This design comes from an exercise in tuning for small area and a short achievable clock period on the open sky130 flow, not from production work.
Where RTL was checked, it was by simulation tests only, not by an equivalence proof against the original.
Power figures rest on the tool's default switching activity, not on a simulated workload.

oak:
// ALU_Pipeline
module ALU_Pipeline(
  input  logic clk, rst,
  input  logic [31:0] A_in, B_in,
  input  logic [31:0] instr_in,
  output logic [31:0] Result_out,
  output logic Zero_out, Carry_out, Overflow_out, Negative_out
);
Size: roughly 1200 cells after synthesis, about 130 I/O pins, ~7700 um2 of cells after synthesis.
Settings: LEC_CHECK=0, ABC_AREA=1, CAP_MARGIN=20, CORE_MARGIN=2, CORE_UTILIZATION=40, CTS_BUF_LIST=sky130_fd_sc_hd__clkbuf_4 sky130_fd_sc_hd__clkbuf_8, PLACE_DENSITY=0.8, SETUP_SLACK_MARGIN=4.5, SLEW_MARGIN=20; clock period 7.0 ns.
standard.sh (not shown) runs the stock make flow with config.mk's settings and CLKGATE_MAP_FILE= SYNTH_SCRIPT=/design/flow/synth_recipe.tcl, a recipe that flattens the netlist after the stock synthesis.
==> flow/flow/run.sh <==
#!/bin/bash
# The standard layout, with the ports buffered by the smallest buffer (the resizer sizes
# them up where timing needs it) instead of buffer_ports' default delay buffer.
set -euo pipefail
bash standard.sh synth > synth.log 2>&1
export BUFFER_PORTS_ARGS="-buffer_cell sky130_fd_sc_hd__buf_1"
export SKIP_GATE_CLONING=1
bash standard.sh finish > layout.log 2>&1
Relative to oak, the following input files were edited for pine:
Settings: CORE_UTILIZATION now 55, was 40.
-- flow/flow/run.sh --
<<< oak, line 6
export BUFFER_PORTS_ARGS="-buffer_cell sky130_fd_sc_hd__buf_1"
export SKIP_GATE_CLONING=1
bash standard.sh finish > layout.log 2>&1
>>> pine, line 6
export BUFFER_PORTS_ARGS="-buffer_cell sky130_fd_sc_hd__buf_1"
bash standard.sh finish > layout.log 2>&1
Results
- pine | status: complete | timing, DRC, antenna: pass
- Looking only at wire length after detailed routing, and setting everything else aside, the higher value of oak and pine goes to oak.
- Delta (pine minus oak): final critical delay including setup and external delays now larger; highest fanout seen on the critical path climbed 13; initial standard-cell utilization of the core saw an increase.
Modified inputs, birch compared to pine
Settings: CORE_UTILIZATION: 55 -> 40.
-- flow/flow/run.sh --
<<< pine, line 6
export BUFFER_PORTS_ARGS="-buffer_cell sky130_fd_sc_hd__buf_1"
bash standard.sh finish > layout.log 2>&1
>>> birch, line 6
export BUFFER_PORTS_ARGS="-buffer_cell sky130_fd_sc_hd__buf_1"
export SKIP_GATE_CLONING=1
export SKIP_LAST_GASP=1
bash standard.sh finish > layout.log 2>&1
Results
pine ran to completion and came out clean on the timing, design-rule and antenna checks.
birch: all stages complete, timing, DRC and antenna checks passed
Taking birch as 1.0, pine lands at 0.946 on fmax.
| power in sequential cells | birch vs pine | ≈ equal |
As far as sequential cell count goes, pine and birch are indistinguishable; the numbers are identical.
birch ends up with a critical path depth that is 10 higher than in pine.
pine -> birch: global-route wire length before repair increased by a few percent
First-pass detailed-route iteration total: birch higher than pine

========
ALU_Pipeline, a different RTL version from the one above (not shown whole).
Size: about 130 I/O pins.
clock: 7.0 ns
lec_check: 0
cap_margin: 20
core_margin: 2
core_utilization: 40
setup_slack_margin: 4.5
slew_margin: 20
==> flow/flow/run.sh <==
#!/bin/bash
# The standard layout, with the ports buffered by the smallest buffer (the resizer sizes
# them up where timing needs it) instead of buffer_ports' default delay buffer.
set -euo pipefail
bash standard.sh synth > synth.log 2>&1
export BUFFER_PORTS_ARGS="-buffer_cell sky130_fd_sc_hd__buf_1"
bash standard.sh finish > layout.log 2>&1
Change:
- ABC_AREA: unset -> 1
Effect:
- wire length went up by 9.6%
- sequential power goes down by 5.0%
- maximum frequency goes up by 2.1%
- via count grows by 18%
- core utilization fell by 1.0 points
- power decreases by 11%
- critical path depth climbs by 3
- setup slack gains 53 ps
- global-route usage is higher by 2.8 points
- synthesized cell count goes up by 36%
- clock-buffer cell count is lower by 1

========
Another version of the RTL of ALU_Pipeline (not shown whole).
Size in the first run: roughly 1200 cells after synthesis, about 110 flip-flops, ~130 I/O pins, about 7700 sq um of cells after synthesis.
clock: 7.0 ns
lec_check: 0
abc_area: 1
cap_margin: 20
core_margin: 2
core_utilization: 40
setup_slack_margin: 5.0
slew_margin: 20
Scripts as last shown in full above: flow/flow/run.sh
Edit:
- SETUP_SLACK_MARGIN: 5.0 -> 4.5
The changed run finished clean.
Total power fell by roughly a tenth.
Utilization drops by 8.8 points.
Cell area falls by about a fifth.
Routed wire length came out lower by roughly a tenth.
Clock-buffer cell count climbs by 1.
Function was not checked in any run of this note: the RTL went through the layout flow alone.

========
## run 1
ALU_Pipeline with an RTL version that a note above also has.
For scale: about 130 I/O pins, roughly 7700 µm² of cells after synthesis.
Settings: LEC_CHECK=0, ABC_AREA=1, CAP_MARGIN=20, CORE_MARGIN=2, CORE_UTILIZATION=40, CTS_BUF_LIST=sky130_fd_sc_hd__clkbuf_4 sky130_fd_sc_hd__clkbuf_8, GPL_ROUTABILITY_DRIVEN=0, PLACE_DENSITY=0.8, SETUP_SLACK_MARGIN=4.5, SLEW_MARGIN=20; clock period 7.0 ns.
Scripts as last shown in full above: flow/flow/run.sh
Here is what was changed in the inputs of run 2 compared with run 1.
Settings: GPL_ROUTABILITY_DRIVEN: 0 -> unset; CORE_UTILIZATION: 40 -> 30.
==> flow/flow/run.sh <==
#!/bin/bash
# The standard layout, with two changes to how it is made:
# - the ports are buffered by the smallest buffer (the resizer sizes them up where timing
#   needs it) instead of buffer_ports' default delay buffer;
# - timing repair does not clone gates (it sizes and buffers instead).
# Each step writes its full output to a log of its own here (synth.log, layout.log) and under
# orfs/logs/.
set -euo pipefail
bash standard.sh synth > synth.log 2>&1
export BUFFER_PORTS_ARGS="-buffer_cell sky130_fd_sc_hd__buf_1"
export SKIP_GATE_CLONING=1
bash standard.sh finish > layout.log 2>&1
==> comparison <==
Run 2 ended up with a higher count of cell instances traversed by the critical path than run 1 did.
Taking run 1 as the reference, in run 2 count of clock-buffer cells in the layout went down; total inserted antenna cells fell by 1; net count of the finished layout rose by 0.50%.
Going from run 1 to run 2, per-cell via count in the routed design has decreased, hold slack has decreased.
The fraction of area in non-clock buffers of run 2 exceeds that of run 1 by 0.99 points.
Summary: with run 1 as the reference, leakage power figure in run 2 moved up slightly.
Run 1 has lower cell count than run 2.
Input changes introduced in run 3 (baseline for comparison: run 2):
Settings: a change of CTS_BUF_LIST from sky130_fd_sc_hd__clkbuf_4 sky130_fd_sc_hd__clkbuf_8 to sky130_fd_sc_hd__clkbuf_2 sky130_fd_sc_hd__clkbuf_4 sky130_fd_sc_hd__clkbuf_8; a change of CORE_UTILIZATION from 30 to 40.
--- outcome ---
NOTE global-route wire length before repair run 2->run 3 decreased by a few percent
Run 2 ended up with more cell instances than run 3 did.
Run 3 — via-per-instance ratio 3.7% higher, run 2 as reference

static timing again, ports no longer ideal:
The flow's constraints put no driver on any port. The routed layouts listed below were extracted and timed again, unchanged, in two steps. Step 1: set_driving_cell puts a clkbuf_16 on clk and a buf_2 on each other input, an assumption about the parent block. Step 2 moves the port delays by t, midway between the first and last clock arrival at a register: inputs arrive t later, outputs are due t later. That takes back most of the time a late clock gives input paths. Three values: ideal, step 1, step 2; two values: the first two.
run | t, ns | setup WS [ns] | hold WS [ns] | slew at the worst register clock pin (ns)
oak | 0.440 | 4.610 / 4.610 / 4.219 | 0.535 / 0.535 / 0.535 | 0.11 / 0.11
pine | 0.433 | 4.473 / 4.473 / 4.100 | 0.517 / 0.517 / 0.517 | 0.10 / 0.10
birch | 0.440 | 4.610 / 4.610 / 4.219 | 0.535 / 0.535 / 0.535 | 0.11 / 0.11
the first run of note 2 | 0.406 | 4.426 / 4.426 / 4.135 | 0.492 / 0.492 / 0.492 | 0.08 / 0.08
the second run of note 2 | 0.409 | 4.479 / 4.487 / 4.078 | 0.621 / 0.621 / 0.621 | 0.08 / 0.08
the first run of note 3 | 0.410 | 4.592 / 4.617 / 4.207 | 0.534 / 0.534 / 0.534 | 0.08 / 0.08
the second run of note 3 | 0.402 | 4.476 / 4.487 / 4.084 | 0.568 / 0.568 / 0.568 | 0.08 / 0.08
run 1 | 0.437 | 4.526 / 4.526 / 4.202 | 0.547 / 0.547 / 0.547 | 0.11 / 0.11
run 2 | 0.444 | 4.557 / 4.557 / 4.180 | 0.544 / 0.544 / 0.544 | 0.12 / 0.12
run 3 | 0.440 | 4.610 / 4.610 / 4.219 | 0.535 / 0.535 / 0.535 | 0.11 / 0.11
After both steps setup and hold are still met in every run listed. The setup slack of the second run of note 2, which loses most, moves by +0.008 ns with the drivers and by -0.401 ns with both steps.
